This design comes from an exercise in tuning for small area, a short achievable clock period and few clock cycles on the open sky130 flow, not from production work. The RTL was checked by simulation tests, not by an equivalence proof against the original design. The clock port is modelled as an ideal driver; clocking choices that lean on that would not hold on a real chip.

==> design/flow/design.v <==
module Bfloat16_add(input [15:0] c, input [15:0] d, output [15:0] sum);
    wire cbig = c[14:0] >= d[14:0];
    wire [15:0] b = cbig ? c : d;
    wire [15:0] s = cbig ? d : c;
    wire [7:0] ed = b[14:7] - s[14:7];
    wire [7:0] ns = (ed[7:3] != 5'd0) ? 8'd0 : ({1'b1, s[6:0]} >> ed[2:0]);
    wire [7:0] nb = {1'b1, b[6:0]};
    wire sub = c[15] ^ d[15];
    wire [8:0] r = sub ? {1'b0, nb} - {1'b0, ns} : {1'b0, nb} + {1'b0, ns};
    reg [2:0] pos;
    always @(*) begin
        casez (r[7:1])
            7'b1??????: pos = 3'd0;
            7'b01?????: pos = 3'd1;
            7'b001????: pos = 3'd2;
            7'b0001???: pos = 3'd3;
            7'b00001??: pos = 3'd4;
            7'b000001?: pos = 3'd5;
            7'b0000001: pos = 3'd6;
            default:    pos = 3'd7;
        endcase
    end
    wire [7:0] sh = r[7:0] << pos;
    wire [15:0] addres = r[8] ? {b[15], b[14:7] + 8'd1, r[7:1]} : {b[15], b[14:7], r[6:0]};
    wire [15:0] subres = (r[7:0] == 8'd0) ? 16'd0 :
                         {b[15], b[14:7] - {5'd0, pos}, (pos == 3'd7) ? 7'd0 : sh[6:0]};
    assign sum = sub ? subres : addres;
endmodule
module bf_addpos(input [14:0] c, input [14:0] d, output [14:0] sum);
    wire cbig = c >= d;
    wire [14:0] b = cbig ? c : d;
    wire [14:0] s = cbig ? d : c;
    wire [7:0] ed = b[14:7] - s[14:7];
    wire [7:0] ns = (ed[7:3] != 5'd0) ? 8'd0 : ({1'b1, s[6:0]} >> ed[2:0]);
    wire [8:0] r = {2'b01, b[6:0]} + {1'b0, ns};
    assign sum = r[8] ? {b[14:7] + 8'd1, r[7:1]} : {b[14:7], r[6:0]};
endmodule
module bf_add_slow(input [15:0] c, input [15:0] d, input byp, output [15:0] sum);
    wire [15:0] cmpc;
    assign cmpc[0] = 1'b1;
    genvar k;
    generate for (k = 0; k < 15; k = k + 1) begin : cm
        assign cmpc[k+1] = (c[k] & ~d[k]) | (c[k] & cmpc[k]) | (~d[k] & cmpc[k]);
    end endgenerate
    wire cbig = cmpc[15] | byp;
    wire [15:0] b = cbig ? c : d;
    wire [15:0] s = cbig ? d : c;
    wire [7:0] ed; wire edc;
    radd8 r1(b[14:7], ~s[14:7], 1'b1, ed, edc);
    wire [7:0] ns = (byp || ed[7:3] != 5'd0) ? 8'd0 : ({1'b1, s[6:0]} >> ed[2:0]);
    wire [7:0] nb = {1'b1, b[6:0]};
    wire sub = (c[15] ^ d[15]) & !byp;
    wire [7:0] rr; wire rco;
    radd8 r2(nb, sub ? ~ns : ns, sub, rr, rco);
    wire [8:0] r = {rco & !sub, rr};
    reg [2:0] pos;
    always @(*) begin
        casez (r[7:1])
            7'b1??????: pos = 3'd0;
            7'b01?????: pos = 3'd1;
            7'b001????: pos = 3'd2;
            7'b0001???: pos = 3'd3;
            7'b00001??: pos = 3'd4;
            7'b000001?: pos = 3'd5;
            7'b0000001: pos = 3'd6;
            default:    pos = 3'd7;
        endcase
    end
    wire [7:0] sh = r[7:0] << pos;
    wire [7:0] einc, edec; wire ic, dc;
    radd8 r3(b[14:7], 8'd0, 1'b1, einc, ic);
    radd8 r4(b[14:7], ~{5'd0, pos}, 1'b1, edec, dc);
    wire [15:0] addres = r[8] ? {b[15], einc, r[7:1]} : {b[15], b[14:7], r[6:0]};
    wire [15:0] subres = (r[7:0] == 8'd0) ? 16'd0 :
                         {b[15], edec, (pos == 3'd7) ? 7'd0 : sh[6:0]};
    assign sum = sub ? subres : addres;
endmodule
module radd8(input [7:0] a, input [7:0] b, input ci, output [7:0] s, output co);
    wire [8:0] c;
    assign c[0] = ci;
    genvar k;
    generate for (k = 0; k < 8; k = k + 1) begin : rc
        assign s[k] = a[k] ^ b[k] ^ c[k];
        assign c[k+1] = (a[k] & b[k]) | (a[k] & c[k]) | (b[k] & c[k]);
    end endgenerate
    assign co = c[8];
endmodule
module Bfloat16_mul(input [15:0] a, input [15:0] b, output [15:0] product);
    wire [15:0] fp;
    mant_mul m(a[6:0], b[6:0], fp);
    wire [7:0] m8 = fp[15] ? fp[15:8] : fp[14:7];
    wire rb = fp[15] ? fp[7] : fp[6];
    wire [7:0] rm; wire rc;
    radd8 r1(m8, 8'd0, rb, rm, rc);
    wire [7:0] e0, ex; wire c0, c1;
    radd8 r2(a[14:7], b[14:7], fp[15], e0, c0);
    radd8 r3(e0, 8'd129, rc, ex, c1);
    wire sg = a[15] ^ b[15];
    assign product = (a[14:0] == 15'd0 || b[14:0] == 15'd0) ? 16'd0 :
                     (a[14:7] == 8'd255 || b[14:7] == 8'd255) ? {sg, 8'd255, 7'd0} :
                     {sg, ex, rc ? 7'd0 : rm[6:0]};
endmodule
module bf_sq(input [14:0] a, output [14:0] product);
    wire [15:0] fp;
    mant_sq m(a[6:0], fp);
    wire [7:0] m8 = fp[15] ? fp[15:8] : fp[14:7];
    wire rb = fp[15] ? fp[7] : fp[6];
    wire [8:0] rm = {1'b0, m8} + {8'd0, rb};
    wire [7:0] ex = {a[13:7], fp[15]} + 8'd129 + {7'd0, rm[8]};
    assign product = (a == 15'd0) ? 15'd0 :
                     (a[14:7] == 8'd255) ? {8'd255, 7'd0} :
                     {ex, rm[8] ? 7'd0 : rm[6:0]};
endmodule
module bf_dbl(input [15:0] a, output [15:0] y);
    assign y = (a[14:0] == 15'd0) ? 16'd0 :
               (a[14:7] == 8'd255) ? {a[15], 8'd255, 7'd0} :
               {a[15], a[14:7] + 8'd1, a[6:0]};
endmodule
module mant_mul(input [6:0] a, input [6:0] b, output [15:0] p);
    wire t1 = (a[0] & b[6]) ^ (a[1] & b[5]);
    wire t2 = (a[0] & b[6]) & (a[1] & b[5]);
    wire t3 = a[0] ^ (a[1] & b[6]) ^ (a[2] & b[5]);
    wire t4 = (a[0] & (a[1] & b[6])) | (a[0] & (a[2] & b[5])) | ((a[1] & b[6]) & (a[2] & b[5]));
    wire t5 = (a[3] & b[4]) ^ (a[4] & b[3]);
    wire t6 = (a[3] & b[4]) & (a[4] & b[3]);
    wire t7 = a[1] ^ (a[2] & b[6]) ^ (a[3] & b[5]);
    wire t8 = (a[1] & (a[2] & b[6])) | (a[1] & (a[3] & b[5])) | ((a[2] & b[6]) & (a[3] & b[5]));
    wire t9 = (a[4] & b[4]) ^ (a[5] & b[3]);
    wire t10 = (a[4] & b[4]) & (a[5] & b[3]);
    wire t11 = a[2] ^ (a[3] & b[6]) ^ (a[4] & b[5]);
    wire t12 = (a[2] & (a[3] & b[6])) | (a[2] & (a[4] & b[5])) | ((a[3] & b[6]) & (a[4] & b[5]));
    wire t13 = (a[0] & b[4]) ^ (a[1] & b[3]);
    wire t14 = (a[0] & b[4]) & (a[1] & b[3]);
    wire t15 = (a[0] & b[5]) ^ (a[1] & b[4]) ^ (a[2] & b[3]);
    wire t16 = ((a[0] & b[5]) & (a[1] & b[4])) | ((a[0] & b[5]) & (a[2] & b[3])) | ((a[1] & b[4]) & (a[2] & b[3]));
    wire t17 = (a[3] & b[2]) ^ (a[4] & b[1]);
    wire t18 = (a[3] & b[2]) & (a[4] & b[1]);
    wire t19 = t1 ^ (a[2] & b[4]) ^ (a[3] & b[3]);
    wire t20 = (t1 & (a[2] & b[4])) | (t1 & (a[3] & b[3])) | ((a[2] & b[4]) & (a[3] & b[3]));
    wire t21 = (a[4] & b[2]) ^ (a[5] & b[1]) ^ (a[6] & b[0]);
    wire t22 = ((a[4] & b[2]) & (a[5] & b[1])) | ((a[4] & b[2]) & (a[6] & b[0])) | ((a[5] & b[1]) & (a[6] & b[0]));
    wire t23 = t2 ^ t3 ^ t5;
    wire t24 = (t2 & t3) | (t2 & t5) | (t3 & t5);
    wire t25 = (a[5] & b[2]) ^ (a[6] & b[1]) ^ b[0];
    wire t26 = ((a[5] & b[2]) & (a[6] & b[1])) | ((a[5] & b[2]) & b[0]) | ((a[6] & b[1]) & b[0]);
    wire t27 = t4 ^ t6 ^ t7;
    wire t28 = (t4 & t6) | (t4 & t7) | (t6 & t7);
    wire t29 = t9 ^ (a[6] & b[2]) ^ b[1];
    wire t30 = (t9 & (a[6] & b[2])) | (t9 & b[1]) | ((a[6] & b[2]) & b[1]);
    wire t31 = t8 ^ t10 ^ t11;
    wire t32 = (t8 & t10) | (t8 & t11) | (t10 & t11);
    wire t33 = (a[5] & b[4]) ^ (a[6] & b[3]) ^ b[2];
    wire t34 = ((a[5] & b[4]) & (a[6] & b[3])) | ((a[5] & b[4]) & b[2]) | ((a[6] & b[3]) & b[2]);
    wire t35 = t12 ^ a[3] ^ (a[4] & b[6]);
    wire t36 = (t12 & a[3]) | (t12 & (a[4] & b[6])) | (a[3] & (a[4] & b[6]));
    wire t37 = (a[5] & b[5]) ^ (a[6] & b[4]) ^ b[3];
    wire t38 = ((a[5] & b[5]) & (a[6] & b[4])) | ((a[5] & b[5]) & b[3]) | ((a[6] & b[4]) & b[3]);
    wire t39 = a[4] ^ (a[5] & b[6]) ^ (a[6] & b[5]);
    wire t40 = (a[4] & (a[5] & b[6])) | (a[4] & (a[6] & b[5])) | ((a[5] & b[6]) & (a[6] & b[5]));
    wire t41 = (a[0] & b[3]) ^ (a[1] & b[2]);
    wire t42 = (a[0] & b[3]) & (a[1] & b[2]);
    wire t43 = t13 ^ (a[2] & b[2]) ^ (a[3] & b[1]);
    wire t44 = (t13 & (a[2] & b[2])) | (t13 & (a[3] & b[1])) | ((a[2] & b[2]) & (a[3] & b[1]));
    wire t45 = t14 ^ t15 ^ t17;
    wire t46 = (t14 & t15) | (t14 & t17) | (t15 & t17);
    wire t47 = t16 ^ t18 ^ t19;
    wire t48 = (t16 & t18) | (t16 & t19) | (t18 & t19);
    wire t49 = t20 ^ t22 ^ t23;
    wire t50 = (t20 & t22) | (t20 & t23) | (t22 & t23);
    wire t51 = t24 ^ t26 ^ t27;
    wire t52 = (t24 & t26) | (t24 & t27) | (t26 & t27);
    wire t53 = t28 ^ t30 ^ t31;
    wire t54 = (t28 & t30) | (t28 & t31) | (t30 & t31);
    wire t55 = t32 ^ t34 ^ t35;
    wire t56 = (t32 & t34) | (t32 & t35) | (t34 & t35);
    wire t57 = t36 ^ t38 ^ t39;
    wire t58 = (t36 & t38) | (t36 & t39) | (t38 & t39);
    wire t59 = t40 ^ a[5] ^ (a[6] & b[6]);
    wire t60 = (t40 & a[5]) | (t40 & (a[6] & b[6])) | (a[5] & (a[6] & b[6]));
    wire t61 = (a[0] & b[2]) ^ (a[1] & b[1]);
    wire t62 = (a[0] & b[2]) & (a[1] & b[1]);
    wire t63 = t41 ^ (a[2] & b[1]) ^ (a[3] & b[0]);
    wire t64 = (t41 & (a[2] & b[1])) | (t41 & (a[3] & b[0])) | ((a[2] & b[1]) & (a[3] & b[0]));
    wire t65 = t42 ^ t43 ^ (a[4] & b[0]);
    wire t66 = (t42 & t43) | (t42 & (a[4] & b[0])) | (t43 & (a[4] & b[0]));
    wire t67 = t44 ^ t45 ^ (a[5] & b[0]);
    wire t68 = (t44 & t45) | (t44 & (a[5] & b[0])) | (t45 & (a[5] & b[0]));
    wire t69 = t46 ^ t47 ^ t21;
    wire t70 = (t46 & t47) | (t46 & t21) | (t47 & t21);
    wire t71 = t48 ^ t49 ^ t25;
    wire t72 = (t48 & t49) | (t48 & t25) | (t49 & t25);
    wire t73 = t50 ^ t51 ^ t29;
    wire t74 = (t50 & t51) | (t50 & t29) | (t51 & t29);
    wire t75 = t52 ^ t53 ^ t33;
    wire t76 = (t52 & t53) | (t52 & t33) | (t53 & t33);
    wire t77 = t54 ^ t55 ^ t37;
    wire t78 = (t54 & t55) | (t54 & t37) | (t55 & t37);
    wire t79 = t56 ^ t57 ^ b[4];
    wire t80 = (t56 & t57) | (t56 & b[4]) | (t57 & b[4]);
    wire t81 = t58 ^ t59 ^ b[5];
    wire t82 = (t58 & t59) | (t58 & b[5]) | (t59 & b[5]);
    wire t83 = t60 ^ a[6] ^ b[6];
    wire t84 = (t60 & a[6]) | (t60 & b[6]) | (a[6] & b[6]);
    wire [15:0] r0 = {1'b0, t84, t82, t80, t78, t76, t74, t72, t70, t68, t66, t64, t62, t61, (a[0] & b[1]), (a[0] & b[0])};
    wire [15:0] r1 = {1'b0, 1'b1, t83, t81, t79, t77, t75, t73, t71, t69, t67, t65, t63, (a[2] & b[0]), (a[1] & b[0]), 1'b0};
    wire [16:0] cy;
    assign cy[0] = 1'b0;
    genvar k;
    generate for (k = 0; k < 16; k = k + 1) begin : rc
        assign p[k] = r0[k] ^ r1[k] ^ cy[k];
        assign cy[k+1] = (r0[k] & r1[k]) | (r0[k] & cy[k]) | (r1[k] & cy[k]);
    end endgenerate
endmodule
module mant_sq(input [6:0] a, output [15:0] p);
    wire t1 = a[0] ^ (a[1] & a[6]);
    wire t2 = a[0] & (a[1] & a[6]);
    wire t3 = (a[0] & a[5]) ^ (a[1] & a[4]);
    wire t4 = (a[0] & a[5]) & (a[1] & a[4]);
    wire t5 = (a[0] & a[6]) ^ (a[1] & a[5]);
    wire t6 = (a[0] & a[6]) & (a[1] & a[5]);
    wire t7 = t1 ^ (a[2] & a[5]) ^ (a[3] & a[4]);
    wire t8 = (t1 & (a[2] & a[5])) | (t1 & (a[3] & a[4])) | ((a[2] & a[5]) & (a[3] & a[4]));
    wire t9 = t2 ^ a[1] ^ (a[2] & a[6]);
    wire t10 = (t2 & a[1]) | (t2 & (a[2] & a[6])) | (a[1] & (a[2] & a[6]));
    wire t11 = a[2] ^ (a[3] & a[6]) ^ (a[4] & a[5]);
    wire t12 = (a[2] & (a[3] & a[6])) | (a[2] & (a[4] & a[5])) | ((a[3] & a[6]) & (a[4] & a[5]));
    wire t13 = (a[0] & a[3]) ^ (a[1] & a[2]);
    wire t14 = (a[0] & a[3]) & (a[1] & a[2]);
    wire t15 = (a[0] & a[4]) ^ (a[1] & a[3]);
    wire t16 = (a[0] & a[4]) & (a[1] & a[3]);
    wire t17 = t3 ^ (a[2] & a[3]) ^ a[3];
    wire t18 = (t3 & (a[2] & a[3])) | (t3 & a[3]) | ((a[2] & a[3]) & a[3]);
    wire t19 = t4 ^ t5 ^ (a[2] & a[4]);
    wire t20 = (t4 & t5) | (t4 & (a[2] & a[4])) | (t5 & (a[2] & a[4]));
    wire t21 = t6 ^ t7 ^ a[4];
    wire t22 = (t6 & t7) | (t6 & a[4]) | (t7 & a[4]);
    wire t23 = t8 ^ t9 ^ (a[3] & a[5]);
    wire t24 = (t8 & t9) | (t8 & (a[3] & a[5])) | (t9 & (a[3] & a[5]));
    wire t25 = t10 ^ t11 ^ a[5];
    wire t26 = (t10 & t11) | (t10 & a[5]) | (t11 & a[5]);
    wire t27 = t12 ^ a[3] ^ (a[4] & a[6]);
    wire t28 = (t12 & a[3]) | (t12 & (a[4] & a[6])) | (a[3] & (a[4] & a[6]));
    wire t29 = a[4] ^ (a[5] & a[6]) ^ a[6];
    wire t30 = (a[4] & (a[5] & a[6])) | (a[4] & a[6]) | ((a[5] & a[6]) & a[6]);
    wire [15:0] r0 = {1'b0, a[6], t30, t28, t26, t24, t22, t20, t18, t16, t14, t13, (a[0] & a[2]), (a[0] & a[1]), 1'b0, a[0]};
    wire [15:0] r1 = {1'b0, 1'b1, a[5], t29, t27, t25, t23, t21, t19, t17, t15, a[2], 1'b0, a[1], 1'b0, 1'b0};
    wire [16:0] cy;
    assign cy[0] = 1'b0;
    genvar k;
    generate for (k = 0; k < 16; k = k + 1) begin : rc
        assign p[k] = r0[k] ^ r1[k] ^ cy[k];
        assign cy[k+1] = (r0[k] & r1[k]) | (r0[k] & cy[k]) | (r1[k] & cy[k]);
    end endgenerate
endmodule
module fitness_lin(input [15:0] x, input [15:0] y, output [15:0] u, output [15:0] v);
    wire [15:0] x2, y2, s1, s2;
    bf_dbl d1(y, y2);
    bf_dbl d2(x, x2);
    Bfloat16_add a1(x, y2, s1);
    Bfloat16_add a2(x2, y, s2);
    bf_addk #(7'h60) a3(s1, u);      
    bf_addk #(7'h20) a4(s2, v);      
endmodule
module fitness_sq(input [15:0] u, input [15:0] v, output [14:0] f);
    wire [14:0] u2, v2;
    bf_sq q1(u[14:0], u2);
    bf_sq q2(v[14:0], v2);
    bf_addpos a1(u2, v2, f);
endmodule
module bf_addk #(parameter [6:0] MK = 7'h60) (input [15:0] a, output [15:0] sum);
    localparam [7:0] NK = {1'b1, MK};
    wire s = a[15];
    wire [7:0] e = a[14:7];
    wire [7:0] n = {1'b1, a[6:0]};
    wire abig = a[14:0] >= {8'd129, MK};
    wire [7:0] sha = e - 8'd129;
    wire [7:0] nka = (sha[7:3] != 5'd0) ? 8'd0 : (NK >> sha[2:0]);
    wire [7:0] shb = 8'd129 - e;
    wire [7:0] nab = (shb[7:3] != 5'd0) ? 8'd0 : (n >> shb[2:0]);
    wire [7:0] nb = abig ? n : NK;
    wire [7:0] ns = abig ? nka : nab;
    wire [7:0] eb = abig ? e : 8'd129;
    wire sb = abig ? s : 1'b1;
    wire sub = !s;
    wire [8:0] r = sub ? {1'b0, nb} - {1'b0, ns} : {1'b0, nb} + {1'b0, ns};
    wire z4 = r[7:4] == 4'd0;
    wire [7:0] n4 = z4 ? {r[3:0], 4'd0} : r[7:0];
    wire z2 = n4[7:6] == 2'd0;
    wire [7:0] n2 = z2 ? {n4[5:0], 2'd0} : n4;
    wire z1 = !n2[7];
    wire [7:0] sh = z1 ? {n2[6:0], 1'b0} : n2;
    wire [2:0] pos = {z4, z2, z1};
    wire [15:0] addres = r[8] ? {sb, eb + 8'd1, r[7:1]} : {sb, eb, r[6:0]};
    wire [15:0] subres = (r[7:0] == 8'd0) ? 16'd0 : {sb, eb - {5'd0, pos}, sh[6:0]};
    assign sum = sub ? subres : addres;
endmodule
module twin_lfsr(input clk, input reset, input step, input [8:0] seed1, input [8:0] seed2,
                 output [15:0] n1, output [15:0] n2, output [15:0] nn1, output [15:0] nn2);
    reg [8:0] N1, N2;
    wire [8:0] M1 = {N1[7], N1[6], N1[5] ^ N1[8], N1[8], N1[0], N1[4], N1[3] ^ N1[0], N1[2], N1[1]};
    wire [8:0] M2 = {N2[7], N2[6], N2[5] ^ N2[8], N2[8], N2[0], N2[4], N2[3] ^ N2[0], N2[2], N2[1]};
    always @(posedge clk) begin
        if (reset) begin
            N1 <= seed1;
            N2 <= seed2;
        end else if (step) begin
            N1 <= M1;
            N2 <= M2;
        end
    end
    assign n1 = {N1[8], 5'b01111, N1[7], 1'b1, 1'b0, N1[6:0]};
    assign n2 = {N2[8], 5'b01111, N2[7], 1'b1, 1'b0, N2[6:0]};
    assign nn1 = {M1[8], 5'b01111, M1[7], 1'b1, 1'b0, M1[6:0]};
    assign nn2 = {M2[8], 5'b01111, M2[7], 1'b1, 1'b0, M2[6:0]};
endmodule
module BAS(input clk, input reset, input [8:0]count, input [8:0]seed1, input [8:0]seed2, input [15:0]xi, input [15:0]yi, input [15:0]P, input [15:0]E, output [15:0]xo, output [15:0]yo, output [15:0]fo, output [31:0]clk_cnt, output reg done);
    localparam K_NONE = 3'd0, K_INIT = 3'd1, K_R = 3'd2, K_L = 3'd3, K_T0 = 3'd4, K_T1 = 3'd5;
    reg [15:0] x, y, p, e;
    reg [14:0] f;
    reg [8:0] cnt, itc;
    reg [1:0] pc;                        
    reg act;                             
    reg [1:0] k;                         
    wire s0 = act & (k == 2'd0), s1 = act & (k == 2'd1);
    wire s2 = act & (k == 2'd2), s3 = act & (k == 2'd3);
    wire [15:0] dx, dy, ndx, ndy;
    twin_lfsr lfsr(clk, reset, s3, seed1, seed2, dx, dy, ndx, ndy);
    wire useE = s0 | s1;
    wire useY = (pc == 2'd1) | s1 | s3;
    wire [15:0] ma = useE ? e : p;
    wire [15:0] d = (s2 | s3) ? (useY ? ndy : ndx) : (useY ? dy : dx);
    wire [15:0] mp;
    Bfloat16_mul m1(ma, {1'b0, d[14:0]}, mp);
    reg [14:0] opa, opb, opc, opd;       
    reg [2:0] k1, k2;                    
    reg [14:0] fr;                       
    reg [15:0] x1, y1, xsel, ysel;
    reg sg;
    reg pend;                            
    reg [1:0] c0, c1;                    
    wire [1:0] cs = sg ? c1 : c0;
    wire pred = cs[1];                   
    wire last = (itc + 9'd1 == cnt);
    wire ini = (pc == 2'd2);
    wire pe = s0 | s1;
    wire nz = pe ? (p[14:0] != 15'd0) : (e[14:0] != 15'd0);
    wire neg = s1 | s2;
    wire [14:0] ox = pe ? opa : opc;
    wire [14:0] oy = pe ? opb : opd;
    wire [15:0] sx = {nz & ((pe ? p[15] ^ dx[15] : e[15]) ^ neg), ox};
    wire [15:0] sy = {nz & ((pe ? p[15] ^ dy[15] : e[15]) ^ neg), oy};
    wire [15:0] ax, ay;
    wire usel = pend & pred;             
    wire [15:0] xs = usel ? xsel : x;
    wire [15:0] ys = usel ? ysel : y;
    bf_add_slow a1(xs, sx, ini, ax);
    bf_add_slow a2(ys, sy, ini, ay);
    wire [2:0] k0 = ini ? K_INIT : s0 ? K_R : s1 ? K_L : s2 ? K_T1 : s3 ? K_T0 : K_NONE;
    wire [15:0] u, v;
    fitness_lin lin(x1, y1, u, v);
    reg [15:0] u2, v2;
    wire [14:0] fs;
    fitness_sq sq(u2, v2, fs);
    wire sgn = !(fr > fs);               
    wire le = fs <= f;
    wire dec = (k2 == K_T0) & !sg | (k2 == K_T1) & sg;    
    wire take = dec & le;
    wire redo = dec & (le != pred) & !last;   
    always @(posedge clk) begin
        if ((pc == 2'd2) | s2) opa <= mp[14:0];
        if ((pc == 2'd1) | s3) opb <= mp[14:0];
        if (s0) opc <= mp[14:0];
        if (s1) opd <= mp[14:0];
        x1 <= ax;
        y1 <= ay;
        u2 <= u;
        v2 <= v;
        if (k2 == K_R) fr <= fs;
        if (k2 == K_L) begin
            sg <= sgn;
            xsel <= sgn ? x1 : ax;       
            ysel <= sgn ? y1 : ay;
        end
        if ((k2 == K_INIT) | take) f <= fs;
        if (reset) begin
            x <= xi;
            y <= yi;
            p <= P;
            e <= E;
            cnt <= count;
            itc <= 9'd0;
            pc <= 2'd2;
            act <= 1'b0;
            k <= 2'd0;
            done <= 1'b0;
            k1 <= K_NONE;
            k2 <= K_NONE;
            pend <= 1'b0;
            c0 <= 2'd2;
            c1 <= 2'd2;
        end else begin
            if (pc != 2'd0) pc <= pc - 2'd1;
            if (pc == 2'd1) act <= (cnt != 9'd0);
            if ((k2 == K_INIT) && (cnt == 9'd0)) done <= 1'b1;
            if (take) begin
                x <= xsel;
                y <= ysel;
            end
            if (dec) begin
                itc <= itc + 9'd1;
                if (sg) c1 <= le ? (c1 == 2'd3 ? c1 : c1 + 2'd1) : (c1 == 2'd0 ? c1 : c1 - 2'd1);
                else c0 <= le ? (c0 == 2'd3 ? c0 : c0 + 2'd1) : (c0 == 2'd0 ? c0 : c0 - 2'd1);
                pend <= 1'b0;
                if (last) begin
                    done <= 1'b1;
                    act <= 1'b0;
                end
            end
            if (redo) begin
                k <= 2'd0;
                k1 <= K_NONE;
                k2 <= K_NONE;
            end else begin
                k1 <= k0;
                k2 <= k1;
                if (act) begin
                    k <= k + 2'd1;
                    if (s3) begin
                        if (!last) pend <= 1'b1;
                        else act <= 1'b0;
                    end
                end
            end
        end
    end
    assign xo = x;
    assign yo = y;
    assign fo = {1'b0, f};
    assign clk_cnt = {23'd0, itc};
endmodule
==> design/flow/flow/run.sh <==
#!/bin/bash
# The standard layout, except:
# - synthesis maps all the logic with the ABC script flow/area.abc, in place
#   of ORFS's area script and without first mapping adders to full/half-adder
#   cells (ADDER_MAP_FILE empty); otherwise synth_recipe.tcl unchanged;
# - plain buf_1 cells as the port buffers;
# - timing repair aiming at 56.2 ns of setup slack, and after CTS a repair
#   of the paths from the inputs only (flow/io_repair.tcl).
set -euo pipefail
W=$PWD
cat > "$W/flow_synth.tcl" <<TCL
proc abc {args} {
  set i [lsearch -exact \$args -script]
  if {\$i >= 0} { lset args [expr {\$i + 1}] $W/flow/area.abc }
  yosys abc {*}\$args
}
source $W/synth_recipe.tcl
TCL
bash standard.sh "SYNTH_SCRIPT=$W/flow_synth.tcl" ADDER_MAP_FILE= "BUFFER_PORTS_ARGS=-buffer_cell sky130_fd_sc_hd__buf_1" SETUP_SLACK_MARGIN=56.2 "POST_CTS_TCL=$W/flow/io_repair.tcl" finish > standard.log 2>&1
==> design/flow/flow/area.abc <==
strash
ifraig
dc2
dch -f
amap -m
topo
stime -c
buffer -c
upsize -c -D 12500
dnsize -c -D 12500
==> design/flow/flow/io_repair.tcl <==
# Run after CTS (POST_CTS_TCL): a timing repair of the paths from the inputs
# to the registers only, aiming at 56.9 ns of slack; the other paths are left
# to the standard repair. The false paths are set for this repair only and
# removed again before the design is written.
set_false_path -from [all_registers] -to [all_registers]
set_false_path -to [all_outputs]
repair_timing -setup -setup_margin 56.9 -verbose
sta::unset_path_exceptions -from [all_registers] -to [all_registers]
sta::unset_path_exceptions -to [all_outputs]
detailed_placement
check_placement -verbose
estimate_parasitics -placement
report_worst_slack -max
==> design/flow/standard.sh <==
#!/bin/bash
# synth_recipe.tcl (not shown) runs the flow's synth.tcl, then flattens the netlist and writes it again
# the make line also repeats each setting of config.mk as NAME=value (left out here)
make -C /OpenROAD-flow-scripts/flow DESIGN_CONFIG=/design/flow/config.mk WORK_HOME=/design/flow/orfs CLKGATE_MAP_FILE= SYNTH_SCRIPT=/design/flow/synth_recipe.tcl "${@:-finish}"
==> design/flow/config.mk <==
export PLATFORM = sky130hd
export DESIGN_NAME = BAS
export DESIGN_NICKNAME = BAS
export VERILOG_FILES = /design/flow/design.v
export SDC_FILE = /design/flow/constraint.sdc
export NUM_CORES = 8
export LEC_CHECK = 0
export ABC_AREA = 1
export CAP_MARGIN = 20
export CORE_MARGIN = 2
export CORE_UTILIZATION = 60
export CTS_CLUSTER_DIAMETER = 120
export CTS_CLUSTER_SIZE = 24
export PLACE_DENSITY = 0.75
export SLEW_MARGIN = 20
==> design/flow/constraint.sdc <==
create_clock -name core_clock -period 72.0 [get_ports {clk}]
set_input_delay 14.4000 -clock core_clock [delete_from_list [all_inputs] [get_ports {clk}]]
set_output_delay 14.4000 -clock core_clock [all_outputs]
set_load 0.01 [all_outputs]
==> run_summary.xml, run 1 <==
<?xml version="1.0" encoding="UTF-8"?>
<metrics>
  <group name="routing">
    <metric name="finalWirelength" unit="um">80970</metric>
    <metric name="drc" unit="">0</metric>
    <metric name="wl_per_cell" unit="um">17.82</metric>
    <metric name="drtPass1Iterations" unit="">9</metric>
    <metric name="drt_first_iter_violations" unit="">3021</metric>
    <metric name="vias_per_cell" unit="">6.397</metric>
    <metric name="ant_nets" unit="">0</metric>
    <metric name="route.vias.total" unit="">29062</metric>
  </group>
  <group name="cts">
    <metric name="clkSinkCount" unit="">302</metric>
    <metric name="clk_pin_slew" unit="ns">0.10</metric>
    <metric name="clk_latency" unit="ns">0.54</metric>
    <metric name="tritoncts" unit="">yes</metric>
  </group>
  <group name="synth">
    <metric name="synth-warning-count" unit="">4</metric>
    <metric name="synth.yosys.seq_area_share" unit="%">31.24</metric>
    <metric name="synth-seq-cells" unit="">302</metric>
    <metric name="synth-async-reset-ratio" unit="%">0</metric>
    <metric name="post_synth_main_area_contributors" unit="">edfxtp_1 25%, nor2_1 11%, o22ai_1 8.2%</metric>
    <metric name="synthDistinctLibCells" unit="">103</metric>
    <metric name="netlist_instances" unit="">3797</metric>
    <metric name="post_synthesis_adder_cell_area_fraction" unit="%">0</metric>
    <metric name="synth.avg_cell_area" unit="um2">6.903</metric>
    <metric name="synth-main-ff-cell" unit="">edfxtp_1</metric>
    <metric name="netlist.area_leader.share" unit="%">24.52</metric>
    <metric name="syn_area" unit="um2">26210</metric>
    <metric name="yosys.area_share.simple" unit="%">24.83</metric>
    <metric name="synth_enable_flop_cells" unit="">214</metric>
    <metric name="yosys-mux-area-fraction" unit="%">0</metric>
    <metric name="synth_compound_gate_area_share" unit="%">35.22</metric>
    <metric name="synth_top_family_by_area" unit="">compound AO/OA/AOI/OAI gates</metric>
    <metric name="synthXorXnorAreaFrac" unit="%">0</metric>
    <metric name="netlist.top_cell.by_area" unit="">edfxtp_1</metric>
  </group>
  <group name="timing">
    <metric name="fmax" unit="MHz">64.22</metric>
    <metric name="final_critical_path_setup_slack" unit="ns">56.43</metric>
    <metric name="largest_clock_skew_in_the_final_design" unit="ns">0.03067</metric>
    <metric name="worst_slew_margin_rel" unit="%">25.77</metric>
    <metric name="fin_crit_period" unit="ns">15.57</metric>
    <metric name="setup-tns-final" unit="ns">0</metric>
    <metric name="setup_viol" unit="">0</metric>
    <metric name="timing_worst_slew_pin_value" unit="ns">1.106</metric>
    <metric name="finalHoldViolations" unit="">0</metric>
    <metric name="layout_worst_path_cycle_share" unit="%">21.63</metric>
    <metric name="timing_max_transition_violations_final" unit="">0</metric>
    <metric name="rsz0062_at_grt" unit="">yes</metric>
  </group>
  <group name="placement">
    <metric name="buffer_ports.inserted" unit="">149</metric>
    <metric name="gpl.final_weighted_congestion" unit="">1.042</metric>
    <metric name="dp_cells" unit="">4469</metric>
    <metric name="preCtsSetupSlack" unit="ns">55.86</metric>
    <metric name="dp.final_hpwl" unit="um">61370</metric>
  </group>
  <group name="critical_path">
    <metric name="highest_delay_cell_along_the_critical_path" unit="">dfxtp_1</metric>
    <metric name="timing.critical_path.cells" unit="">buf_1</metric>
    <metric name="critical_path_buf_inv_count" unit="">1</metric>
    <metric name="worstReg2RegStart" unit="">y1[7]$_DFF_P_</metric>
    <metric name="worstPathRequired" unit="ns">57.60</metric>
    <metric name="critical_path.startpoint_type" unit="">register</metric>
    <metric name="path_delay_family" unit="">flip-flops</metric>
    <metric name="crit_fanout" unit="">7</metric>
    <metric name="crit_path_max_incr_delay" unit="ns">0.45</metric>
    <metric name="cp_data_arrival_time" unit="ns">1.17</metric>
    <metric name="worstSetupEndpointType" unit="">primary output</metric>
    <metric name="critical_path.startpoint" unit="">itc[0]$_SDFFE_PP0P_</metric>
    <metric name="critPathKind" unit="">register to primary output</metric>
  </group>
  <group name="floorplan">
    <metric name="initial_core_util" unit="%">60.84</metric>
    <metric name="design.core.area" unit="um2">43080</metric>
    <metric name="fp.dieArea" unit="um2">45370</metric>
    <metric name="chipHeight" unit="um">213</metric>
    <metric name="io_pins" unit="">174</metric>
    <metric name="die_x" unit="um">213</metric>
    <metric name="placementRows" unit="">76</metric>
  </group>
  <group name="cells_and_area">
    <metric name="num-nets-final" unit="">4040</metric>
    <metric name="final_layout_size_suffix_gt1_share" unit="%">8.592</metric>
    <metric name="n_fill_cell" unit="">3872</metric>
    <metric name="layout-area-overhead-vs-synth" unit="%">8.674</metric>
    <metric name="finish.cell_count_without_fillers" unit="">4543</metric>
  </group>
  <group name="run_status">
    <metric name="status" unit="">finished clean</metric>
  </group>
  <group name="min_path">
    <metric name="hold_path.startpoint" unit="">k1[0]$_SDFF_PP0_</metric>
    <metric name="classification_of_the_worst_slack_hold_path" unit="">register to register</metric>
  </group>
  <group name="global_route">
    <metric name="wire_length_of_the_first_global_routing_pass" unit="um">126800</metric>
    <metric name="grt_antenna_before_repair" unit="">0</metric>
    <metric name="grt_remaining_overflow" unit="">0</metric>
    <metric name="gr-usage-all-layers" unit="%">34.11</metric>
    <metric name="grt_pass1_vias" unit="">25688</metric>
    <metric name="pin_count_of_the_biggest_net_entering_global_routing" unit="">87</metric>
  </group>
  <group name="job">
    <metric name="timing.max_cap.violations" unit="">0</metric>
  </group>
</metrics>
-- final timing paths --
check | to | slack, ns | cells past startpoint
setup / recovery | clk_cnt[0] | 56.43 | 1
hold / removal | k2[0]$_SDFF_PP0_ | 0.45 | 1
setup reg to reg | u2[12]$_DFF_P_ | 57.25 | 104
hold reg to reg | k2[0]$_SDFF_PP0_ | 0.45 | 1
-- stage by stage --
stage	cell area, um2	util [%]	hold WS [ns]
after global routing	28480	66.11	0.4614
after global placement	27180	63.10	0.4267
final	28480	66.12	0.4468
after detailed placement	27180	63.10	0.4270
after floorplan	26310	-	0.4138
-- registers in the layout (all words and copies together), names as in the netlist, 3 cells and up --
register,flops
k2,3
opd,15
k1,3
x1,16
opb,15
opc,15
x,16
ysel,16
e,16
cnt,9
itc,9
lfsr.N1,9
lfsr.N2,9
xsel,16
opa,15
y,16
f,15
y1,16
v2,15
fr,15
u2,15
p,16
-- cells by family (layout without fill, tap and decap cells) --
kind of cell,count (synthesis),after routing
compound gates,1437,1439
buf+inv,544,678
flops,302,302
other cells,1,25
simple gates,1513,1514
-- worst reg2reg max path: cells and delay by family, from the launching register on --
kind	cells	cell delay, ns
buf+inv	17	1.75
compound gates	36	5.49
simple gates	51	7.03
flops	1	0.42
-- synthesized netlist by cell type, drive strengths merged (15+ instances only) --
library cell	count
a22oi	15
dfxtp	88
a21oi	298
o21ai	392
nand2	414
or3	15
buf	45
o21a	48
a22o	36
and2	30
edfxtp	214
o22a	44
nor4	26
nor3	78
or2	29
o22ai	348
inv	418
a221oi	24
clkinv	16
a31oi	34
nor2b	34
clkbuf	65
nand4	15
nor2	815
o32ai	42
and3	15
o221ai	25
a211oi	40
nand3	23
-- layout by cell type, fill, tap and decap left out, types with 34 or more instances in the layout --
| master | instances |
|---|---|
| a211oi_1 | 36 |
| o21ai_1 | 64 |
| edfxtp_1 | 214 |
| nand2_1 | 403 |
| inv_1 | 375 |
| a21oi_1 | 279 |
| o21ai_0 | 302 |
| o21a_1 | 48 |
| dfxtp_1 | 85 |
| nor3_1 | 68 |
| a22o_1 | 36 |
| buf_1 | 148 |
| inv_2 | 34 |
| o22ai_1 | 337 |
| o22a_1 | 35 |
| buf_4 | 59 |
| nor2_1 | 779 |
-- cell type report --
class	instances	area [um2]	share of cell area, %
Clock buffer	26	460.4	1.617
Clock inverter	3	38.79	0.1362
Antenna cell	1	2.502	0.008786
Tap cell	585	732.0	2.570
Timing Repair Buffer	214	1120	3.932
Sequential cell	302	8192	28.76
Inverter	434	1664	5.843
Multi-Input combinational cell	2977	16270	57.12
Timing Repair inverter	1	5.005	0.01757
-- per-layer routing --
metal  track usage [%]  up-vias  wire length [um]
met4             11.86        0              3142
met5                 0        -                 0
met3             3.530      244              7366
met2             56.78     1460             36730
li1                  -    14056                 -
met1             46.25    13302             33730
Testbench counts, summed over its fixed seeds: cycles 200,424.
==> inputs of run 2 (changes only) <==
--- a/design/flow/config.mk
+++ b/design/flow/config.mk
@@ -11,5 +11,5 @@
 export CORE_UTILIZATION = 60
 export CTS_CLUSTER_DIAMETER = 120
 export CTS_CLUSTER_SIZE = 24
-export PLACE_DENSITY = 0.75
+export GPL_TIMING_DRIVEN = 0
 export SLEW_MARGIN = 20
==> run 2 against run 1 <==
Effect of this change: highest routed layer is now met5; first-iteration DRC count rose by 7.8%; non-clock buffer count increased by 86; still clean on timing, DRC and antenna; final area rose by 1.8%; global-route usage is 1.7 points higher; critical endpoint is now fo[14]; synthesized cell count is the same; clock skew grew 0.010 ns; sequential cell count did not move; critical path depth did not move; largest cell class unchanged.
==> run_summary.xml, run 2 <==
<?xml version="1.0" encoding="UTF-8"?>
<metrics>
  <group name="run_status">
    <metric name="status" unit="">finished clean</metric>
  </group>
  <group name="synth">
    <metric name="synth.avg_cell_area" unit="um2">6.903</metric>
    <metric name="synthDistinctLibCells" unit="">103</metric>
    <metric name="post_synth_main_area_contributors" unit="">edfxtp_1 25%, nor2_1 11%, o22ai_1 8.2%</metric>
    <metric name="syn_area" unit="um2">26210</metric>
    <metric name="netlist.area_leader.share" unit="%">24.52</metric>
    <metric name="synth-warning-count" unit="">4</metric>
    <metric name="synth.yosys.seq_area_share" unit="%">31.24</metric>
    <metric name="cell_with_the_most_instances_after_synthesis" unit="">nor2_1</metric>
    <metric name="synth-seq-cells" unit="">302</metric>
    <metric name="netlist.top_cell.by_area" unit="">edfxtp_1</metric>
    <metric name="netlist_top_cells_count" unit="">787 x nor2_1, 406 x nand2_1, 378 x inv_1</metric>
    <metric name="netlist_instances" unit="">3797</metric>
    <metric name="synth_enable_flop_cells" unit="">214</metric>
    <metric name="synth-main-ff-cell" unit="">edfxtp_1</metric>
    <metric name="synth-async-reset-ratio" unit="%">0</metric>
  </group>
  <group name="floorplan">
    <metric name="placementRows" unit="">76</metric>
    <metric name="die_x" unit="um">213</metric>
    <metric name="design.core.area" unit="um2">43080</metric>
    <metric name="io_pins" unit="">174</metric>
    <metric name="fp.dieArea" unit="um2">45370</metric>
    <metric name="initial_core_util" unit="%">60.84</metric>
    <metric name="chipHeight" unit="um">213</metric>
  </group>
  <group name="timing">
    <metric name="timing_worst_slew_pin_value" unit="ns">1.325</metric>
    <metric name="setup-tns-final" unit="ns">0</metric>
    <metric name="setup_viol" unit="">0</metric>
    <metric name="largest_clock_skew_in_the_final_design" unit="ns">0.04084</metric>
    <metric name="fin_crit_period" unit="ns">15.60</metric>
    <metric name="layout_worst_path_cycle_share" unit="%">21.66</metric>
    <metric name="fmax" unit="MHz">64.11</metric>
    <metric name="worst_slew_margin_rel" unit="%">11.32</metric>
    <metric name="timing_max_transition_violations_final" unit="">0</metric>
    <metric name="finalHoldViolations" unit="">0</metric>
    <metric name="rsz0062_at_grt" unit="">no</metric>
  </group>
  <group name="placement">
    <metric name="dp.final_hpwl" unit="um">65690</metric>
    <metric name="gpl.final_weighted_congestion" unit="">1.015</metric>
    <metric name="buffer_ports.inserted" unit="">149</metric>
    <metric name="placedInstanceArea" unit="um2">27720</metric>
  </group>
  <group name="critical_path">
    <metric name="cp_data_arrival_time" unit="ns">1.20</metric>
    <metric name="highest_delay_cell_along_the_critical_path" unit="">edfxtp_1</metric>
    <metric name="crit_path_max_incr_delay" unit="ns">0.45</metric>
    <metric name="worstPathRequired" unit="ns">57.60</metric>
    <metric name="critical_path_buf_inv_count" unit="">1</metric>
    <metric name="path_delay_family" unit="">flip-flops</metric>
    <metric name="worstSetupEndpointType" unit="">primary output</metric>
    <metric name="critPathKind" unit="">register to primary output</metric>
    <metric name="crit_fanout" unit="">3</metric>
    <metric name="critical_path.startpoint_type" unit="">register</metric>
    <metric name="timing.critical_path.cells" unit="">buf_1</metric>
  </group>
  <group name="routing">
    <metric name="drt_first_iter_violations" unit="">3258</metric>
    <metric name="ant_nets" unit="">0</metric>
    <metric name="drc" unit="">0</metric>
    <metric name="route.vias.total" unit="">29645</metric>
    <metric name="finalWirelength" unit="um">84620</metric>
    <metric name="wl_per_cell" unit="um">18.29</metric>
    <metric name="drtPass1Iterations" unit="">8</metric>
    <metric name="vias_per_cell" unit="">6.407</metric>
  </group>
  <group name="cells_and_area">
    <metric name="leading_cell_type_in_the_layout_fill_and_taps_excluded" unit="">nor2_1</metric>
    <metric name="fin_util" unit="%">67.28</metric>
    <metric name="num-nets-final" unit="">4124</metric>
    <metric name="layout-area-overhead-vs-synth" unit="%">10.58</metric>
    <metric name="top_library_cells_by_usage_in_the_layout_fill_and_taps_aside" unit="">779 x nor2_1, 404 x nand2_1, 375 x inv_1</metric>
    <metric name="final_layout_size_suffix_gt1_share" unit="%">9.008</metric>
    <metric name="fin_area" unit="um2">28980</metric>
  </group>
  <group name="min_path">
    <metric name="classification_of_the_worst_slack_hold_path" unit="">register to register</metric>
  </group>
  <group name="cts">
    <metric name="clkSinkCount" unit="">302</metric>
    <metric name="tritoncts" unit="">yes</metric>
    <metric name="clk_latency" unit="ns">0.55</metric>
    <metric name="clk_pin_slew" unit="ns">0.10</metric>
  </group>
  <group name="global_route">
    <metric name="grt_antenna_before_repair" unit="">4</metric>
    <metric name="grt_pass1_vias" unit="">26579</metric>
    <metric name="gr-usage-all-layers" unit="%">35.76</metric>
    <metric name="pin_count_of_the_biggest_net_entering_global_routing" unit="">26</metric>
    <metric name="grt_remaining_overflow" unit="">0</metric>
    <metric name="wire_length_of_the_first_global_routing_pass" unit="um">131600</metric>
  </group>
  <group name="job">
    <metric name="timing.max_cap.violations" unit="">0</metric>
  </group>
</metrics>
[run 2: cell count changes in the layout (fill, tap and decap cells not counted), sizes merged]
| cell | change |
|---|---|
| bufbuf | +1 |
| nor3 | -1 |
| clkinv | -2 |
| nand2 | +2 |
| o21ai | -1 |
| clkbuf | +64 |
| buf | +21 |
[run 2: final timing paths]
path / from / cells past startpoint / end / slack, ns
max: f[14]$_DFFE_PP_ / 1 / fo[14] / 56.40
min reg2reg: k1[0]$_SDFF_PP0_ / 1 / k2[0]$_SDFF_PP0_ / 0.45
min: k1[0]$_SDFF_PP0_ / 1 / k2[0]$_SDFF_PP0_ / 0.45
max reg2reg: y1[7]$_DFF_P_ / 104 / u2[10]$_DFF_P_ / 57.51
[run 2: stage by stage]
step | instances | setup WS [ns] | hold slack [ns]
2_1_floorplan | 3820 | 56.28 | 0.4138
3_3_place_gp | 4554 | 53.80 | 0.4259
3_5_place_dp | 4562 | 55.02 | 0.4260
5_1_grt | 4626 | 56.20 | 0.4536
6_report | 4627 | 56.40 | 0.4491
[run 2: area by class of cell]
type	count	area [um2]
inverters	434	1647
fillers	3784	14090
diodes	1	2.502
flip-flops and latches	302	8192
plain buffers	110	693.2
multi-input cells	2977	16240
repair buffers	190	1007
clock buffers	26	441.7
clock inverters	2	27.53
well taps	585	732.0
[run 2: kinds of logic after synthesis]
kind of cell	count (synthesis)	synth area share (%)
AOI/OAI and AO/OA	1437	35.22
other	1	0.01431
and+or+nand+nor	1513	24.83
DFF	302	31.24
buffers and inverters	544	8.693
[run 2: routing by layer]
metal  vias to the layer above  GRT usage, %  share of wire [%]
met4                         4         15.10                4.4
li1                      14213             -                  -
met1                     13398         46.47                 40
met3                       307         5.118                 10
met2                      1723         59.64                 46
met5                         -             0              0.033
[run 2: worst reg2reg max path, delay by kind of cell (launching register included)]
kind / cells / cell delay [ns]
buffers and inverters: 15 / 1.47
flip-flops: 1 / 0.40
AO/OA/AOI/OAI: 39 / 5.79
AND/OR/NAND/NOR: 50 / 6.70
==> inputs of run 3 (changes only) <==
--- a/design/flow/config.mk
+++ b/design/flow/config.mk
@@ -11,5 +11,5 @@
 export CORE_UTILIZATION = 60
 export CTS_CLUSTER_DIAMETER = 120
 export CTS_CLUSTER_SIZE = 24
-export GPL_TIMING_DRIVEN = 0
+export GPL_ROUTABILITY_DRIVEN = 0
 export SLEW_MARGIN = 20
==> run 3 against run 2 <==
Effect of this change: maximum frequency is 0.11% higher; sequential share of layout area increased by 0.70 points; non-clock buffer count decreased by 100; register-to-register slack worse by 0.08 ns; still clean.
==> run_summary.xml, run 3 <==
<?xml version="1.0" encoding="UTF-8"?>
<metrics>
  <group name="run_status">
    <metric name="status" unit="">finished clean</metric>
  </group>
  <group name="synth">
    <metric name="netlist_top_cells_count" unit="">787 x nor2_1, 406 x nand2_1, 378 x inv_1</metric>
    <metric name="synth-main-ff-cell" unit="">edfxtp_1</metric>
    <metric name="netlist_instances" unit="">3797</metric>
    <metric name="synth_enable_flop_cells" unit="">214</metric>
    <metric name="post_synth_main_area_contributors" unit="">edfxtp_1 25%, nor2_1 11%, o22ai_1 8.2%</metric>
    <metric name="netlist.area_leader.share" unit="%">24.52</metric>
    <metric name="synthDistinctLibCells" unit="">103</metric>
    <metric name="synth.yosys.seq_area_share" unit="%">31.24</metric>
    <metric name="synth-seq-cells" unit="">302</metric>
    <metric name="cell_with_the_most_instances_after_synthesis" unit="">nor2_1</metric>
    <metric name="synth-async-reset-ratio" unit="%">0</metric>
    <metric name="netlist.top_cell.by_area" unit="">edfxtp_1</metric>
    <metric name="synth.avg_cell_area" unit="um2">6.903</metric>
    <metric name="syn_area" unit="um2">26210</metric>
    <metric name="synth-warning-count" unit="">4</metric>
  </group>
  <group name="critical_path">
    <metric name="critPathKind" unit="">register to primary output</metric>
    <metric name="cp_data_arrival_time" unit="ns">1.18</metric>
    <metric name="timing.critical_path.cells" unit="">buf_1</metric>
    <metric name="path_delay_family" unit="">flip-flops</metric>
    <metric name="critical_path_buf_inv_count" unit="">1</metric>
    <metric name="crit_fanout" unit="">7</metric>
    <metric name="worstSetupEndpointType" unit="">primary output</metric>
    <metric name="crit_path_max_incr_delay" unit="ns">0.46</metric>
    <metric name="highest_delay_cell_along_the_critical_path" unit="">dfxtp_1</metric>
    <metric name="critical_path.startpoint_type" unit="">register</metric>
    <metric name="worstPathRequired" unit="ns">57.60</metric>
  </group>
  <group name="routing">
    <metric name="wl_per_cell" unit="um">17.45</metric>
    <metric name="ant_nets" unit="">0</metric>
    <metric name="drc" unit="">0</metric>
    <metric name="drtPass1Iterations" unit="">6</metric>
    <metric name="route.vias.total" unit="">28460</metric>
    <metric name="drt_first_iter_violations" unit="">2778</metric>
    <metric name="vias_per_cell" unit="">6.284</metric>
    <metric name="finalWirelength" unit="um">79040</metric>
  </group>
  <group name="global_route">
    <metric name="grt_remaining_overflow" unit="">0</metric>
    <metric name="wire_length_of_the_first_global_routing_pass" unit="um">124000</metric>
    <metric name="grt_antenna_before_repair" unit="">2</metric>
    <metric name="grt_pass1_vias" unit="">24946</metric>
    <metric name="pin_count_of_the_biggest_net_entering_global_routing" unit="">70</metric>
    <metric name="gr-usage-all-layers" unit="%">33.43</metric>
  </group>
  <group name="floorplan">
    <metric name="io_pins" unit="">174</metric>
    <metric name="initial_core_util" unit="%">60.84</metric>
    <metric name="fp.dieArea" unit="um2">45370</metric>
    <metric name="placementRows" unit="">76</metric>
    <metric name="die_x" unit="um">213</metric>
    <metric name="chipHeight" unit="um">213</metric>
    <metric name="design.core.area" unit="um2">43080</metric>
  </group>
  <group name="placement">
    <metric name="buffer_ports.inserted" unit="">149</metric>
    <metric name="preCtsSetupSlack" unit="ns">55.69</metric>
    <metric name="dp.final_hpwl" unit="um">59870</metric>
  </group>
  <group name="timing">
    <metric name="finalHoldViolations" unit="">0</metric>
    <metric name="fmax" unit="MHz">64.18</metric>
    <metric name="setup_viol" unit="">0</metric>
    <metric name="layout_worst_path_cycle_share" unit="%">21.64</metric>
    <metric name="fin_crit_period" unit="ns">15.58</metric>
    <metric name="final_critical_path_setup_slack" unit="ns">56.42</metric>
    <metric name="timing_worst_slew_pin_value" unit="ns">1.121</metric>
    <metric name="largest_clock_skew_in_the_final_design" unit="ns">0.04797</metric>
    <metric name="timing_max_transition_violations_final" unit="">0</metric>
    <metric name="setup-tns-final" unit="ns">0</metric>
    <metric name="rsz0062_at_grt" unit="">no</metric>
    <metric name="worst_slew_margin_rel" unit="%">25.02</metric>
    <metric name="timing.hold.ws" unit="ns">0.4532</metric>
  </group>
  <group name="cells_and_area">
    <metric name="layout-area-overhead-vs-synth" unit="%">7.920</metric>
    <metric name="final_layout_size_suffix_gt1_share" unit="%">7.837</metric>
    <metric name="num-nets-final" unit="">4026</metric>
    <metric name="n_fill_cell" unit="">3864</metric>
    <metric name="leading_cell_type_in_the_layout_fill_and_taps_excluded" unit="">nor2_1</metric>
    <metric name="top_library_cells_by_usage_in_the_layout_fill_and_taps_aside" unit="">780 x nor2_1, 404 x nand2_1, 377 x inv_1</metric>
  </group>
  <group name="cts">
    <metric name="clkSinkCount" unit="">302</metric>
    <metric name="clk_latency" unit="ns">0.54</metric>
    <metric name="tritoncts" unit="">yes</metric>
    <metric name="clk_pin_slew" unit="ns">0.10</metric>
  </group>
  <group name="min_path">
    <metric name="classification_of_the_worst_slack_hold_path" unit="">register to register</metric>
  </group>
  <group name="job">
    <metric name="timing.max_cap.violations" unit="">0</metric>
  </group>
</metrics>
[run 3: final timing paths]
path,from,end,slack (ns),cells after the start
setup / recovery,itc[0]$_SDFFE_PP0P_,clk_cnt[0],56.42,1
hold / removal,k1[1]$_SDFF_PP0_,k2[1]$_SDFF_PP0_,0.45,1
setup reg to reg,y1[7]$_DFF_P_,u2[12]$_DFF_P_,57.43,100
hold reg to reg,k1[1]$_SDFF_PP0_,k2[1]$_SDFF_PP0_,0.45,1
[run 3: cell families after synthesis]
| family | Yosys count | synth area share (%) |
|---|---|---|
| DFF | 302 | 31.24 |
| buffers and inverters | 544 | 8.693 |
| other | 1 | 0.01431 |
| and+or+nand+nor | 1513 | 24.83 |
| AOI/OAI and AO/OA | 1437 | 35.22 |
[run 3: per-stage QoR]
stage,std cells,util [%],instance area (um2)
2_1_floorplan,3820,-,26310
3_3_place_gp,4467,63.06,27170
3_5_place_dp,4467,63.06,27170
5_1_grt,4528,65.66,28280
6_report,4529,65.66,28280
[run 3: final cells by class]
class / instances / area, um2 / area share (%)
well taps: 585 / 732.0 / 2.588
inverters: 434 / 1660 / 5.870
clock inverters: 3 / 37.54 / 0.1327
diodes: 1 / 2.502 / 0.008847
clock buffers: 26 / 459.2 / 1.623
repair buffers: 200 / 1025 / 3.623
flip-flops and latches: 302 / 8193 / 28.97
multi-input cells: 2978 / 16180 / 57.19
[run 3: worst register-to-register path: cells and delay by family, from the launching register on]
family / cells / cell delay, ns
and+or+nand+nor: 48 / 6.89
AOI/OAI and AO/OA: 37 / 5.76
buffers and inverters: 15 / 1.46
DFF: 1 / 0.41
[run 3: layer usage]
metal / part of all wire [%] / GRT usage [%]
met5: 0.016 / 0
met4: 3.4 / 10.68
met1: 42 / 44.68
met3: 8.5 / 4.280
met2: 46 / 56.25
==> inputs of run 4 (changes only) <==
--- a/design/flow/config.mk
+++ b/design/flow/config.mk
@@ -8,8 +8,7 @@
 export ABC_AREA = 1
 export CAP_MARGIN = 20
 export CORE_MARGIN = 2
-export CORE_UTILIZATION = 60
+export CORE_UTILIZATION = 50
 export CTS_CLUSTER_DIAMETER = 120
 export CTS_CLUSTER_SIZE = 24
-export GPL_ROUTABILITY_DRIVEN = 0
 export SLEW_MARGIN = 20
==> run 4 against run 3 <==
Effect of this change: still clean; first-iteration DRC count fell by 4.5%; via count down 1.3%; final area grew 0.99%; synthesized cell count stayed put; global-route usage shrank 4.4 points; area after synthesis is the same.
==> run_summary.xml, run 4 <==
<?xml version="1.0" encoding="UTF-8"?>
<metrics>
  <group name="timing">
    <metric name="timing_worst_slew_pin_value" unit="ns">0.9473</metric>
    <metric name="layout_worst_path_cycle_share" unit="%">21.69</metric>
    <metric name="fin_crit_period" unit="ns">15.62</metric>
    <metric name="worst_slew_margin_rel" unit="%">36.27</metric>
    <metric name="fmax" unit="MHz">64.04</metric>
    <metric name="timing_max_transition_violations_final" unit="">0</metric>
    <metric name="rsz0062_at_grt" unit="">no</metric>
    <metric name="final_critical_path_setup_slack" unit="ns">56.38</metric>
    <metric name="setup-tns-final" unit="ns">0</metric>
    <metric name="timing.hold.ws" unit="ns">0.4514</metric>
    <metric name="finalHoldViolations" unit="">0</metric>
    <metric name="largest_clock_skew_in_the_final_design" unit="ns">0.03205</metric>
    <metric name="setup_viol" unit="">0</metric>
  </group>
  <group name="critical_path">
    <metric name="path_delay_family" unit="">flip-flops</metric>
    <metric name="critPathKind" unit="">register to primary output</metric>
    <metric name="crit_path_max_incr_delay" unit="ns">0.46</metric>
    <metric name="cp_data_arrival_time" unit="ns">1.22</metric>
    <metric name="crit_fanout" unit="">7</metric>
    <metric name="worstSetupEndpointType" unit="">primary output</metric>
    <metric name="timing.critical_path.cells" unit="">buf_1</metric>
    <metric name="critical_path.startpoint" unit="">itc[0]$_SDFFE_PP0P_</metric>
    <metric name="worstReg2RegStart" unit="">y1[7]$_DFF_P_</metric>
    <metric name="critical_path.startpoint_type" unit="">register</metric>
    <metric name="critical_path_buf_inv_count" unit="">1</metric>
    <metric name="worstPathRequired" unit="ns">57.60</metric>
    <metric name="highest_delay_cell_along_the_critical_path" unit="">dfxtp_1</metric>
  </group>
  <group name="synth">
    <metric name="post_synth_main_area_contributors" unit="">edfxtp_1 25%, nor2_1 11%, o22ai_1 8.2%</metric>
    <metric name="synth-main-ff-cell" unit="">edfxtp_1</metric>
    <metric name="synth_compound_gate_area_share" unit="%">35.22</metric>
    <metric name="synth.avg_cell_area" unit="um2">6.903</metric>
    <metric name="netlist.top_cell.by_area" unit="">edfxtp_1</metric>
    <metric name="synth.yosys.seq_area_share" unit="%">31.24</metric>
    <metric name="post_synthesis_adder_cell_area_fraction" unit="%">0</metric>
    <metric name="netlist.area_leader.share" unit="%">24.52</metric>
    <metric name="synthDistinctLibCells" unit="">103</metric>
    <metric name="netlist_instances" unit="">3797</metric>
    <metric name="netlist_top_cells_count" unit="">787 x nor2_1, 406 x nand2_1, 378 x inv_1</metric>
    <metric name="syn_area" unit="um2">26210</metric>
    <metric name="synth-async-reset-ratio" unit="%">0</metric>
    <metric name="yosys-mux-area-fraction" unit="%">0</metric>
    <metric name="synth_enable_flop_cells" unit="">214</metric>
    <metric name="synth-seq-cells" unit="">302</metric>
    <metric name="synthXorXnorAreaFrac" unit="%">0</metric>
    <metric name="synth-warning-count" unit="">4</metric>
    <metric name="cell_with_the_most_instances_after_synthesis" unit="">nor2_1</metric>
    <metric name="yosys.area_share.simple" unit="%">24.83</metric>
    <metric name="synth_top_family_by_area" unit="">compound AO/OA/AOI/OAI gates</metric>
  </group>
  <group name="cells_and_area">
    <metric name="layout-area-overhead-vs-synth" unit="%">8.984</metric>
    <metric name="n_fill_cell" unit="">5053</metric>
    <metric name="fin_util" unit="%">55.34</metric>
    <metric name="top_library_cells_by_usage_in_the_layout_fill_and_taps_aside" unit="">775 x nor2_1, 404 x nand2_1, 374 x inv_1</metric>
    <metric name="layout.area.seq" unit="um2">8193</metric>
    <metric name="num-nets-final" unit="">4022</metric>
    <metric name="final_layout_size_suffix_gt1_share" unit="%">8.297</metric>
    <metric name="leading_cell_type_in_the_layout_fill_and_taps_excluded" unit="">nor2_1</metric>
    <metric name="combined_area_of_the_multi_input_logic_cells" unit="um2">16220</metric>
  </group>
  <group name="cts">
    <metric name="clk_latency" unit="ns">0.55</metric>
    <metric name="clkSinkCount" unit="">302</metric>
    <metric name="tritoncts" unit="">yes</metric>
    <metric name="clk_pin_slew" unit="ns">0.10</metric>
  </group>
  <group name="global_route">
    <metric name="grt_pass1_vias" unit="">24916</metric>
    <metric name="pin_count_of_the_biggest_net_entering_global_routing" unit="">89</metric>
    <metric name="wire_length_of_the_first_global_routing_pass" unit="um">128000</metric>
    <metric name="gr-usage-all-layers" unit="%">29.02</metric>
    <metric name="grt_remaining_overflow" unit="">0</metric>
    <metric name="grt_antenna_before_repair" unit="">0</metric>
  </group>
  <group name="routing">
    <metric name="drt_first_iter_violations" unit="">2652</metric>
    <metric name="ant_nets" unit="">0</metric>
    <metric name="drtPass1Iterations" unit="">7</metric>
    <metric name="drc" unit="">0</metric>
    <metric name="route.vias.total" unit="">28081</metric>
    <metric name="wl_per_cell" unit="um">17.88</metric>
    <metric name="finalWirelength" unit="um">82630</metric>
    <metric name="vias_per_cell" unit="">6.076</metric>
  </group>
  <group name="job">
    <metric name="timing.max_cap.violations" unit="">0</metric>
  </group>
  <group name="floorplan">
    <metric name="design.core.area" unit="um2">51610</metric>
    <metric name="chipHeight" unit="um">233.0</metric>
    <metric name="placementRows" unit="">83</metric>
    <metric name="initial_core_util" unit="%">50.78</metric>
    <metric name="io_pins" unit="">174</metric>
    <metric name="fp.dieArea" unit="um2">54270</metric>
    <metric name="die_x" unit="um">233.0</metric>
  </group>
  <group name="placement">
    <metric name="buffer_ports.inserted" unit="">149</metric>
    <metric name="gpl.final_weighted_congestion" unit="">0.9652</metric>
    <metric name="dp.final_hpwl" unit="um">63070</metric>
    <metric name="preCtsSetupSlack" unit="ns">55.76</metric>
  </group>
  <group name="min_path">
    <metric name="hold_path.startpoint" unit="">pc[1]$_SDFFE_PP1P_</metric>
    <metric name="classification_of_the_worst_slack_hold_path" unit="">register to register</metric>
  </group>
  <group name="run_status">
    <metric name="status" unit="">finished clean</metric>
  </group>
</metrics>
==> run 4: cell counts after synthesis <==
Identical to the previous run, type by type.
==> run 4: stage by stage <==
stage | cells | instance area [um2]
floorplan | 3820 | 26310
global placement | 4565 | 27310
detailed placement | 4565 | 27310
global route | 4621 | 28560
finish | 4622 | 28560
==> run 4: routing by layer <==
| metal | routed length [um] | GRT usage [%] | vias to the layer above | part of all wire, % |
|---|---|---|---|---|
| li1 | - | - | 14037 | - |
| met1 | 37560 | 40.28 | 12880 | 45 |
| met2 | 37220 | 47.51 | 1018 | 45 |
| met3 | 5221 | 2.794 | 146 | 6.3 |
| met4 | 2639 | 9.275 | 0 | 3.2 |
| met5 | 0 | 0 | - | 0 |
==> run 4: final cells by class <==
type / instances / area share [%]
flip-flops and latches: 302 / 28.68
well taps: 680 / 2.979
clock buffers: 28 / 1.783
inverters: 434 / 5.909
multi-input cells: 2976 / 56.78
diodes: 1 / 0.008761
repair buffers: 197 / 3.609
clock inverters: 4 / 0.2453
==> run 4: path summary, 6_finish.rpt <==
path         slack (ns)  cells past startpoint                 end
max               56.38                      1          clk_cnt[0]
min reg2reg        0.45                      2  pc[1]$_SDFFE_PP1P_
min                0.45                      2  pc[1]$_SDFFE_PP1P_
max reg2reg       57.51                    102      u2[11]$_DFF_P_
==> run 4: cells by family after synthesis <==
kind of cell | Yosys count
simple gates | 1513
compound gates | 1437
buf+inv | 544
flops | 302
other cells | 1

-- separate check: timing with driven ports --
In the flow no input, the clock included, has a driving cell. The finished layouts below were timed again as built, in two steps. Step 1: set_driving_cell puts a clkbuf_16 on clk and a buf_2 on each other input, an assumption about the parent block. Step 2 adds t to the input delays and takes it off the output delays; t is the mean of the earliest and latest rising clock arrival at the registers after step 1. Input paths then give back, and output paths get back, about the clock's delay inside the block. Three values: no drivers, after step 1, after step 2; two values: the first two.
run | t, ns | slack for setup (ns) | cell pins on the clock port's net
run 1 | 0.589 | 56.429 / 56.367 / 56.273 | 1
run 2 | 0.597 | 56.402 / 56.338 / 56.155 | 1
run 3 | 0.579 | 56.420 / 56.359 / 56.272 | 1
run 4 | 0.594 | 56.385 / 56.325 / 56.351 | 1
After both steps setup and hold are still met in every run listed. For run 2, which loses most, drivers alone change the setup slack by -0.064 ns; drivers and shift together by -0.247 ns.
